This design comes from an exercise in tuning for small area and a short achievable clock period on the open sky130 flow, not from production work.
Function was checked by simulation only, so behaviour that the tests miss may differ from the original.
Power is estimated from default activity; no workload was simulated.

== job 1404 ==
## processador
module processador(clk, iin, resetn, outProcessador);
input clk, resetn;
input [15:0] iin;
output [15:0] outProcessador;
reg [1:0] cont;
reg [2:0] hop;           
reg [7:0] sel;           
reg [15:0] X, Y;
wire [2:0] op = iin[15:13];
wire [2:0] rx = iin[12:10];
wire [2:0] ry = iin[9:7];
wire c0 = (cont == 2'd0);
wire c3 = (cont == 2'd3);
wire rep = (op == 3'b011) || (op == 3'b110);
wire [2:0] eop = rep ? hop : op;     
always @(posedge clk) begin
	if (!resetn) cont <= 2'd0;
	else cont <= cont + 2'd1;
end
always @(posedge clk) begin
	if (!resetn) hop <= 3'b000;
	else if (c0 && !rep) hop <= op;
end
wire [7:0] rx_oh = 8'd1 << rx;
wire [7:0] ry_oh = 8'd1 << ry;
wire e_mov = (eop == 3'b100) || (eop == 3'b111);
always @(posedge clk)
	sel <= (c0 && e_mov) ? 8'd0 : rx_oh;
wire [7:0] rsel = c0 ? ry_oh : sel;
wire [15:0] rq [0:7];
genvar g;
generate for (g = 0; g < 8; g = g + 1) begin : R
	reg [15:0] q;
	always @(posedge clk)
		if (c3 && resetn && sel[g]) q <= X;
	assign rq[g] = q;
end endgenerate
wire [15:0] rd = ({16{rsel[0]}} & rq[0]) | ({16{rsel[1]}} & rq[1]) |
                 ({16{rsel[2]}} & rq[2]) | ({16{rsel[3]}} & rq[3]) |
                 ({16{rsel[4]}} & rq[4]) | ({16{rsel[5]}} & rq[5]) |
                 ({16{rsel[6]}} & rq[6]) | ({16{rsel[7]}} & rq[7]);
wire h_sub = (hop == 3'b001);
wire h_nan = (hop == 3'b010);
wire h_ldi = (hop == 3'b101);
  ...
Settings: LEC_CHECK=0, ABC_CLOCK_PERIOD_IN_PS=2500, CAP_MARGIN=20, CORE_MARGIN=2, CORE_UTILIZATION=55, CTS_BUF_LIST=sky130_fd_sc_hd__clkbuf_8, CTS_CLUSTER_SIZE=20, PLACE_DENSITY=0.7, SETUP_SLACK_MARGIN=4.6, SLEW_MARGIN=20, CTS_ARGS=-sink_clustering_enable -repair_clock_nets -sink_clustering_size 12 -buf_list "sky130_fd_sc_hd__clkbuf_4 sky130_fd_sc_hd__clkbuf_8" -sink_clustering_buffer sky130_fd_sc_hd__clkbuf_4 -dont_use_dummy_load, BUFFER_PORTS_ARGS=-buffer_cell sky130_fd_sc_hd__buf_2; clock period 7.0 ns.
standard.sh (not shown) runs the stock make flow with config.mk's settings and CLKGATE_MAP_FILE= SYNTH_SCRIPT=/design/flow/synth_recipe.tcl, a recipe that flattens the netlist after the stock synthesis.
==> flow/flow/run.sh <==
#!/bin/bash
# Standard layout (the standard.sh, unchanged synthesis) with two layout
# choices added to config.mk: clock tree synthesis without dummy load cells,
# and plain buf_2 cells as the port buffers.
set -o pipefail
cat >> config.mk <<'EOT'
export CTS_ARGS = -sink_clustering_enable -repair_clock_nets -sink_clustering_size 12 -buf_list "sky130_fd_sc_hd__clkbuf_4 sky130_fd_sc_hd__clkbuf_8" -sink_clustering_buffer sky130_fd_sc_hd__clkbuf_4 -dont_use_dummy_load
export BUFFER_PORTS_ARGS = -buffer_cell sky130_fd_sc_hd__buf_2
EOT
bash standard.sh finish > standard.log 2>&1
Relative to job 1404, the following input files were edited for job 2802:
==> flow/flow/run.sh <==
#!/bin/bash
# Standard layout (the standard.sh, unchanged synthesis) with two layout
# choices added to config.mk: clock tree synthesis without dummy load cells,
# and plain buf_2 cells as the port buffers.
set -o pipefail
cat >> config.mk <<'EOT'
export CTS_ARGS = -sink_clustering_enable -repair_clock_nets -sink_clustering_size 20 -buf_list sky130_fd_sc_hd__clkbuf_8 -dont_use_dummy_load
export BUFFER_PORTS_ARGS = -buffer_cell sky130_fd_sc_hd__buf_2
EOT
bash standard.sh finish > standard.log 2>&1
==> flow/config.mk <==
export PLATFORM = sky130hd
export DESIGN_NAME = processador
export DESIGN_NICKNAME = processador
export VERILOG_FILES = /design/flow/design.v
export SDC_FILE = /design/flow/constraint.sdc
export NUM_CORES = 4
export LEC_CHECK = 0
export ABC_CLOCK_PERIOD_IN_PS = 2500
export CAP_MARGIN = 20
export CORE_MARGIN = 2
export CORE_UTILIZATION = 55
export CTS_BUF_LIST = sky130_fd_sc_hd__clkbuf_8
export CTS_CLUSTER_SIZE = 20
export PLACE_DENSITY = 0.7
export SETUP_SLACK_MARGIN = 4.65
export SLEW_MARGIN = 20
export CTS_ARGS = -sink_clustering_enable -repair_clock_nets -sink_clustering_size 20 -buf_list sky130_fd_sc_hd__clkbuf_8 -dont_use_dummy_load
export BUFFER_PORTS_ARGS = -buffer_cell sky130_fd_sc_hd__buf_2
==> run notes <==
Job 2802 finished all stages; the layout is clean.
Setup slack ended up 0.015 ns higher on job 2802 than on job 1404.
Job 2802 ended with less met1 capacity usage during global routing than job 1404.
Going from job 1404 to job 2802, sequential share of cell area went down, pre-CTS setup slack moved down, I/O pin total has remained practically unchanged, area added between synthesis and finish now sits higher.
Run comparison: job 2802 capture point of the worst path Y[15]; job 1404 capture point of the worst path outProcessador[12]
Routed wire length, job 2802 vs job 1404: up by a few percent
Relative to job 2802, the following input files were edited for job 6886:
==> flow/flow/run.sh <==
#!/bin/bash
# Standard layout (the standard.sh, unchanged synthesis) with two layout
# choices added to config.mk: clock tree synthesis without dummy load cells,
# and plain buf_1 cells as the port buffers.
set -o pipefail
cat >> config.mk <<'EOT'
export CTS_ARGS = -sink_clustering_enable -repair_clock_nets -sink_clustering_size 20 -buf_list sky130_fd_sc_hd__clkbuf_8 -dont_use_dummy_load
export BUFFER_PORTS_ARGS = -buffer_cell sky130_fd_sc_hd__buf_1
EOT
bash standard.sh finish > standard.log 2>&1
-- flow/config.mk --
<<< job 2802, line 13
export CTS_CLUSTER_SIZE = 20
export PLACE_DENSITY = 0.7
export SETUP_SLACK_MARGIN = 4.65
export SLEW_MARGIN = 20
export CTS_ARGS = -sink_clustering_enable -repair_clock_nets -sink_clustering_size 20 -buf_list sky130_fd_sc_hd__clkbuf_8 -dont_use_dummy_load
export BUFFER_PORTS_ARGS = -buffer_cell sky130_fd_sc_hd__buf_2
>>> job 6886, line 13
export CTS_CLUSTER_SIZE = 20
export PLACE_DENSITY = 0.7
export SETUP_SLACK_MARGIN = 4.6
export SLEW_MARGIN = 20
export CTS_ARGS = -sink_clustering_enable -repair_clock_nets -sink_clustering_size 20 -buf_list sky130_fd_sc_hd__clkbuf_8 -dont_use_dummy_load
export BUFFER_PORTS_ARGS = -buffer_cell sky130_fd_sc_hd__buf_1
Results
- Job 2802 was carried through to the last stage, and its layout satisfied the timing, DRC and antenna checks.
- Job 6886 was carried through to the last stage, and its layout satisfied the timing, DRC and antenna checks.
- Job 2802 vs job 6886, termination of the worst setup path: Y[15] vs outProcessador[0]
- Delta (job 6886 minus job 2802): number of global-route vias before repair moved down, largest voltage drop on the vdd net moved down, weighted congestion at the end of routability-driven global placement did not really move, overall power fell by 0.058 mW.
- From job 2802 to job 6886, maximum number of pins on one net before global-route repair did not move at all.
What job 142 does differently from job 6886 at the input level:
==> flow/flow/run.sh <==
#!/bin/bash
# Standard layout (the standard.sh, unchanged synthesis) with two layout
# choices added to config.mk: clock tree synthesis without dummy load cells,
# and plain buf_2 cells as the port buffers.
set -o pipefail
cat >> config.mk <<'EOT'
export CTS_ARGS = -sink_clustering_enable -repair_clock_nets -sink_clustering_size 20 -buf_list sky130_fd_sc_hd__clkbuf_8 -dont_use_dummy_load
export BUFFER_PORTS_ARGS = -buffer_cell sky130_fd_sc_hd__buf_2
EOT
bash standard.sh finish > standard.log 2>&1
-- flow/config.mk --
<<< job 6886, line 13
export CTS_CLUSTER_SIZE = 20
export PLACE_DENSITY = 0.7
export SETUP_SLACK_MARGIN = 4.6
export SLEW_MARGIN = 20
export CTS_ARGS = -sink_clustering_enable -repair_clock_nets -sink_clustering_size 20 -buf_list sky130_fd_sc_hd__clkbuf_8 -dont_use_dummy_load
export BUFFER_PORTS_ARGS = -buffer_cell sky130_fd_sc_hd__buf_1
>>> job 142, line 13
export CTS_CLUSTER_SIZE = 20
export PLACE_DENSITY = 0.7
export SETUP_SLACK_MARGIN = 4.55
export SLEW_MARGIN = 20
export CTS_ARGS = -sink_clustering_enable -repair_clock_nets -sink_clustering_size 20 -buf_list sky130_fd_sc_hd__clkbuf_8 -dont_use_dummy_load
export BUFFER_PORTS_ARGS = -buffer_cell sky130_fd_sc_hd__buf_2
==> run notes <==
Job 142: full flow OK, the timing, DRC and antenna checks passed
The core of job 142 is less densely filled than that of job 6886.
On overall power consumption, the lower figure sits with job 142, not job 6886.
Vias: job 142 fewer than job 6886
[diff] routed wire length, job 142 relative to job 6886: improvement
[inputs] job 1818 vs job 142
-- flow/config.mk --
<<< job 142, line 13
export CTS_CLUSTER_SIZE = 20
export PLACE_DENSITY = 0.7
export SETUP_SLACK_MARGIN = 4.55
export SLEW_MARGIN = 20
export CTS_ARGS = -sink_clustering_enable -repair_clock_nets -sink_clustering_size 20 -buf_list sky130_fd_sc_hd__clkbuf_8 -dont_use_dummy_load
>>> job 1818, line 13
export CTS_CLUSTER_SIZE = 20
export PLACE_DENSITY = 0.7
export SETUP_SLACK_MARGIN = 4.6
export SLEW_MARGIN = 20
export CTS_ARGS = -sink_clustering_enable -repair_clock_nets -sink_clustering_size 20 -buf_list sky130_fd_sc_hd__clkbuf_8 -dont_use_dummy_load
Findings:
- From job 142 to job 1818 the numbers moved as follows: share of the clock period used by the worst path shows a reduction of 0.84 points; via count shows an increase of about 2%; worst hold slack shows a reduction of 0.0094 ns; detailed placement HPWL shows an increase of about 2.2%; sequential power shows a reduction of about 4%.
- Comparing global router's overall resource usage for job 1818 and job 142, the smaller number came from job 142.
- Job 1818 gives less number of logic stages on the critical path including buffering than job 142 did.
- The higher net switching power of the design came out of job 1818.
Input changes introduced in job 6102 (baseline for comparison: job 1818):
==> flow/flow/run.sh <==
#!/bin/bash
# Standard layout (the standard.sh, unchanged synthesis) with two layout
# choices added to config.mk: clock tree synthesis without dummy load cells,
# and plain buf_2 cells as the port buffers.
set -o pipefail
cat >> config.mk <<'EOT'
export CTS_ARGS = -sink_clustering_enable -repair_clock_nets -sink_clustering_size 25 -sink_clustering_max_diameter 200 -root_buf sky130_fd_sc_hd__clkbuf_16 -buf_list sky130_fd_sc_hd__clkbuf_16 -dont_use_dummy_load
export BUFFER_PORTS_ARGS = -buffer_cell sky130_fd_sc_hd__buf_2
EOT
bash standard.sh finish > standard.log 2>&1
-- flow/config.mk --
<<< job 1818, line 15
export SETUP_SLACK_MARGIN = 4.6
export SLEW_MARGIN = 20
export CTS_ARGS = -sink_clustering_enable -repair_clock_nets -sink_clustering_size 20 -buf_list sky130_fd_sc_hd__clkbuf_8 -dont_use_dummy_load
export BUFFER_PORTS_ARGS = -buffer_cell sky130_fd_sc_hd__buf_2
>>> job 6102, line 15
export SETUP_SLACK_MARGIN = 4.6
export SLEW_MARGIN = 20
export CTS_ARGS = -sink_clustering_enable -repair_clock_nets -sink_clustering_size 25 -sink_clustering_max_diameter 200 -root_buf sky130_fd_sc_hd__clkbuf_16 -buf_list sky130_fd_sc_hd__clkbuf_16 -dont_use_dummy_load
export BUFFER_PORTS_ARGS = -buffer_cell sky130_fd_sc_hd__buf_2
### Flow results
The final layout from job 6102, which completed every stage, passed the timing, DRC and antenna checks at the end of the flow.
Job 1818 has lower utilization than job 6102.
The clock input transition at the sequential cells of the worst setup and hold paths of job 6102 is lower than that of job 1818.
When job 6102 is measured against job 1818, its worst setup margin turns out 0.014 ns lower.
On met1 layer usage reported by global route, job 6102 and job 1818 are basically level.
The signal arrival time at the worst endpoint on job 6102 is in line with that on job 1818.

==> port drivers added, routing unchanged <==
The results above use ideal ports. As a check the final layouts listed here were re-extracted and re-timed, cells and wires unchanged. Step 1 assumes that a clkbuf_16 drives the clock port and a buf_2 every other input. Step 2 also shifts input and output timing later by t, the mid clock arrival at the registers, as if the neighbouring blocks saw the same clock. a / b / c = ideal ports / drivers / drivers and shift; a / b = the first two.
| run | t, ns | setup slack, ns | worst register clock-pin slew, ns | worst slew at a driven data input, ns |
|---|---|---|---|---|
| job 1404 | 0.475 | 4.645 / 4.609 / 4.202 | 0.09 / 0.09 | 0.04 |
| job 2802 | 0.475 | 4.659 / 4.632 / 4.200 | 0.09 / 0.09 | 0.04 |
| job 6886 | 0.491 | 4.625 / 4.589 / 4.173 | 0.09 / 0.09 | 0.04 |
| job 142 | 0.470 | 4.586 / 4.555 / 4.129 | 0.09 / 0.09 | 0.05 |
| job 1818 | 0.475 | 4.645 / 4.609 / 4.202 | 0.09 / 0.09 | 0.04 |
| job 6102 | 0.468 | 4.631 / 4.586 / 4.179 | 0.07 / 0.07 | 0.04 |
After both steps every run listed still meets setup and hold. For job 2802, which loses most, drivers alone change the setup slack by -0.027 ns; drivers and shift together by -0.459 ns.
